Background: an optimization exercise with open tools, aiming at small area. Do not read the settings as production practice. Function was checked by simulation only, so behaviour that the tests miss may differ from the original. No activity file was given, so power comes from the tool's default toggle rates.

Design Guitar_Villains, start of the top module:
module Guitar_Villains(
    input logic clk,
    input logic n_rst,
    input logic [3:0]button,
    input logic chip_select,
    output logic [6:0]top_row,
    output logic [6:0]bottom_row,
    output logic red_disp,
    output logic green_disp,
    output logic [6:0]ss0,
    output logic [6:0]ss1
);
Size in the first run: ~1700 cells after synthesis, about 300 flip-flops, roughly 37 I/O pins.
==> module gv_sync, before the edit <==
module gv_sync (
  input  logic clk, n_rst, in,
  output logic edge_o
);
  logic s1, s2, s3;
  always_ff @(posedge clk, negedge n_rst)
    if (!n_rst) {s1, s2, s3} <= 3'b0;
    else        {s1, s2, s3} <= {in, s1, s2};
  assign edge_o = s2 & ~s3;
endmodule
clock: 20.0 ns
lec_check: 0
abc_area: 1
cap_margin: 20
core_margin: 2
core_utilization: 60
cts_buf_list: sky130_fd_sc_hd__clkbuf_16
cts_cluster_diameter: 100
cts_cluster_size: 24
slew_margin: 20
standard.sh (not shown) runs the stock make flow with config.mk's settings and CLKGATE_MAP_FILE= SYNTH_SCRIPT=/design/flow/synth_recipe.tcl, a recipe that flattens the netlist after the stock synthesis.
==> flow/flow/run.sh <==
#!/bin/bash
# Own layout flow: the standard ORFS flow (standard.sh) with these changes,
# all made through ORFS's own variables:
#  - synthesis maps the logic with an area-oriented ABC script (abc_area.script
#    here: three rounds of &dch / &nf with area recovery, no buffering or gate
#    upsizing); ORFS's scripts are used from a copy whose abc_area.script is
#    this one. Registers and every other synthesis step are unchanged;
#  - half-adder cells are added to the don't-use list, so Yosys's extract_fa
#    leaves XOR logic to ABC;
#  - port buffers use the smallest buffer cell instead of clkdlybuf4s50_1;
#  - clock tree synthesis without dummy loads, clkbuf_16 leaf clusters of up
#    to 24 sinks.
# Each tool's full output stays in orfs/logs/; make's output goes to flow.log.
set -euo pipefail
here=$(pwd)
platform_dont_use=$(sed -n '/^export DONT_USE_CELLS += /,/[^\\]$/p' \
  "$FLOW_HOME/platforms/sky130hd/config.mk" | tr -d '\\' | sed 's/export DONT_USE_CELLS += //' | tr -s ' \n' ' ')
rm -rf "$here/orfs_scripts"
cp -r "$FLOW_HOME/scripts" "$here/orfs_scripts"
cp "$here/flow/abc_area.script" "$here/orfs_scripts/abc_area.script"
export BUFFER_PORTS_ARGS="-buffer_cell sky130_fd_sc_hd__buf_1"
export CTS_ARGS="-sink_clustering_enable -repair_clock_nets -dont_use_dummy_load -buf_list sky130_fd_sc_hd__clkbuf_16 -sink_clustering_size 24 -sink_clustering_max_diameter 100"
bash standard.sh "SCRIPTS_DIR=$here/orfs_scripts" \
  "DONT_USE_CELLS=$platform_dont_use sky130_fd_sc_hd__ha_1 sky130_fd_sc_hd__ha_2 sky130_fd_sc_hd__ha_4" \
  finish > flow.log 2>&1
==> flow/flow/abc_area.script <==
strash
&get -n
&st
&dch
&nf -R 1000
&st
&dch
&nf -R 1000
&st
&dch
&nf -R 1000
&put
topo
stime -c
Change:
--- a/flow/design.v
+++ b/flow/design.v
@@ -3,10 +3,11 @@
   output logic edge_o
 );
   logic s1, s2, s3;
   always_ff @(posedge clk, negedge n_rst)
-    if (!n_rst) {s1, s2, s3} <= 3'b0;
-    else        {s1, s2, s3} <= {in, s1, s2};
+    if (!n_rst) {s1, s2} <= 2'b0;
+    else        {s1, s2} <= {in, s1};
+  always_ff @(posedge clk) s3 <= s2;
   assign edge_o = s2 & ~s3;
 endmodule
 module gv_row (
   input  logic        clk, n_rst,
First-iteration DRC count drops by roughly a tenth. Setup slack improved by 0.32 ns. Register-to-register slack got worse by 0.22 ns. Utilization drops by 0.23 points. Wire length climbs slightly. Cell area drops slightly. Total power climbs by a few percent. Count of clock-buffer cells in the layout is unchanged. Synthesized cell count drops slightly. Via count drops slightly.

## the previous run
Guitar_Villains with an RTL version that a note above also has.
Size: ~1,700 cells after synthesis, ~300 flip-flops, ~37 I/O pins, ~16,000 sq um of cells after synthesis.
export LEC_CHECK = 0
export ABC_AREA = 1
export CAP_MARGIN = 20
export CORE_MARGIN = 2
export CORE_UTILIZATION = 60
export CTS_BUF_LIST = sky130_fd_sc_hd__clkbuf_16
export CTS_CLUSTER_DIAMETER = 100
export CTS_CLUSTER_SIZE = 24
export SLEW_MARGIN = 20
create_clock -name core_clock -period 20.0 [get_ports {clk}]
==> flow/flow/run.sh <==
#!/bin/bash
# Own layout flow: the standard ORFS flow (standard.sh) with these changes,
# all made through ORFS's own variables:
#  - synthesis maps the logic with an area-oriented ABC script (abc_area.script
#    here: five rounds of &b / &dch / &nf with relaxed delay and pin
#    permutation, no buffering or gate
#    upsizing); ORFS's scripts are used from a copy whose abc_area.script is
#    this one. Registers and every other synthesis step are unchanged;
#  - half-adder cells are added to the don't-use list, so Yosys's extract_fa
#    leaves XOR logic to ABC;
#  - port buffers use the smallest buffer cell instead of clkdlybuf4s50_1;
#  - clock tree synthesis without dummy loads, clkbuf_16 leaf clusters of up
#    to 24 sinks.
# Each tool's full output stays in orfs/logs/; make's output goes to flow.log.
set -euo pipefail
here=$(pwd)
platform_dont_use=$(sed -n '/^export DONT_USE_CELLS += /,/[^\\]$/p' \
  "$FLOW_HOME/platforms/sky130hd/config.mk" | tr -d '\\' | sed 's/export DONT_USE_CELLS += //' | tr -s ' \n' ' ')
rm -rf "$here/orfs_scripts"
cp -r "$FLOW_HOME/scripts" "$here/orfs_scripts"
cp "$here/flow/abc_area.script" "$here/orfs_scripts/abc_area.script"
export BUFFER_PORTS_ARGS="-buffer_cell sky130_fd_sc_hd__buf_1"
export CTS_ARGS="-sink_clustering_enable -repair_clock_nets -dont_use_dummy_load -buf_list sky130_fd_sc_hd__clkbuf_16 -sink_clustering_size 24 -sink_clustering_max_diameter 100"
bash standard.sh "SCRIPTS_DIR=$here/orfs_scripts" \
  "DONT_USE_CELLS=$platform_dont_use sky130_fd_sc_hd__ha_1 sky130_fd_sc_hd__ha_2 sky130_fd_sc_hd__ha_4" \
  finish > flow.log 2>&1
==> flow/flow/abc_area.script <==
strash
&get -n
&st
&b
&dch
&nf -R 1000 -p
&st
&b
&dch
&nf -R 1000 -p
&st
&b
&dch
&nf -R 1000 -p
&st
&b
&dch
&nf -R 1000 -p
&st
&b
&dch
&nf -R 1000 -p
&put
topo
stime -c
The previous run ended with every stage complete and zero timing, DRC or antenna violations.
Inputs modified between the previous run and the current run:
--- a/flow/design.v
+++ b/flow/design.v
@@ -271,43 +271,45 @@
       hz <= at_lim & m_run;
       cnt <= (at_lim & m_run) ? 17'd0 : cnt_step;
       ge60k <= (cnt == C59999) | (ge60k & (cnt != CLAST));
     end
   end
   always_ff @(posedge clk, negedge n_rst) begin
     if (!n_rst) fp <= 0;
     else if (finish) fp <= 0;
     else if (hz) fp <= {fp[4:0], ~(fp[5] ^ fp[4])};
   end
   logic ts, tg, tr, first;
   logic [4:0] p1, p2, position;
+  logic entp;
   logic [6:0] x1, x2;
   logic p37_1, p37_2;
   logic done, scroll, load24;
   logic ent, ent1, ent2;
   assign scroll = m_run & hz;
   assign ent = m_edit & (e0 ^ e1);
   assign ent1 = ent & ~ts;
   assign ent2 = ent & ts;
   assign first = ~(tg | tr);
+  assign position = first ? 5'd24 : (tr ? p2 : p1) + {4'b0, entp};
   assign load24 = m_idle | m_fin;
   gv_notes #(.INIT(32'hcccccccc)) nt1 (.clk(clk), .n_rst(n_rst), .load24(load24), .load31(m_diff), .entry(ent1), .b(e1), .scroll(scroll),
     .done(done), .diff(m_diff), .p(p1), .x(x1), .p37(p37_1));
   gv_notes #(.INIT(32'haaaaaaaa)) nt2 (.clk(clk), .n_rst(n_rst), .load24(load24), .load31(m_diff), .entry(ent2), .b(e1), .scroll(scroll),
     .done(done), .diff(m_diff), .p(p2), .x(x2), .p37(p37_2));
   always_ff @(posedge clk) begin
     ts <= m_edit & (ts ^ e3r);
     tg <= m_edit & ~ts;
     tr <= m_edit & ts;
-    position <= m_edit ? (ts ? p2 : p1) : 5'd24;
+    entp <= ent;
     if (m_diff) done <= 1'b0;
     else if (scroll && p1 == 5'd0) done <= 1'b1;
   end
   logic [15:0] nh1, nm1, nh2, nm2;
   logic good1, good2, missed1, missed2;
   gv_row r1 (.clk(clk), .n_rst(n_rst), .pushed(m_run & e0), .idle(m_idle), .p37(p37_1),
     .set_win(set_win), .at11001(at11001), .at11002(at11002), .cnt_le(~ge60k), .nh(nh1), .nm(nm1), .good(good1), .missed(missed1));
   gv_row r2 (.clk(clk), .n_rst(n_rst), .pushed(m_run & e1), .idle(m_idle), .p37(p37_2),
     .set_win(set_win), .at11001(at11001), .at11002(at11002), .cnt_le(~ge60k), .nh(nh2), .nm(nm2), .good(good2), .missed(missed2));
   logic [15:0] th, tm, tsc, tm9;
   logic [7:0] score, dneg;
   logic is_neg, flash_on, fl;
Findings:
Diff the current run..the previous run | utilization after layout | negligible. When the current run is set beside the previous run, its period utilization turns out to be 1.1 points smaller. Post-placement worst setup slack is higher on the current run. On via count, the current run and the previous run are basically level. Looking only at post-synthesis net count, and setting everything else aside, the higher value of the current run and the previous run goes to the previous run. Compared with the previous run, in the current run pin count of the biggest net entering global routing shrank by 7, power now larger. The current run has critical path depth below what the previous run had. Looking only at first-pass GRT wire length, and setting everything else aside, the higher value of the current run and the previous run goes to the current run. The current run gives more worst setup slack than the previous run did. | fill cell total of the finished layout | lower: the current run |. Comparing the current run and the previous run, the higher synthesized cell count is on the previous run.

afterwards: timing with drivers on the ports:
The flow's constraints put no driver on any port. The routed layouts listed below were extracted and timed again, unchanged, in two steps. Step 1 assumes that a clkbuf_16 drives the clock port and a buf_2 every other input. Step 2 moves the port delays by t, midway between the first and last clock arrival at a register: inputs arrive t later, outputs are due t later. That takes back most of the time a late clock gives input paths. Three values: no drivers, after step 1, after step 2; two values: the first two.
run | t, ns | slack for setup (ns) | hold slack, ns | worst register clock-pin slew, ns | worst slew at a driven data input, ns
the first run of note 1 | 0.546 | 1.117 / 1.069 / 1.616 | 0.353 / 0.353 / 0.353 | 0.10 / 0.10 | 0.03
the second run of note 1 | 0.546 | 1.438 / 1.386 / 1.933 | 0.355 / 0.355 / 0.355 | 0.10 / 0.10 | 0.03
the previous run | 0.544 | 1.051 / 1.000 / 1.544 | 0.359 / 0.359 / 0.359 | 0.10 / 0.10 | 0.04
the current run | 0.547 | 1.271 / 1.223 / 1.770 | 0.352 / 0.352 / 0.352 | 0.10 / 0.10 | 0.04
After both steps setup and hold are still met in every run listed.
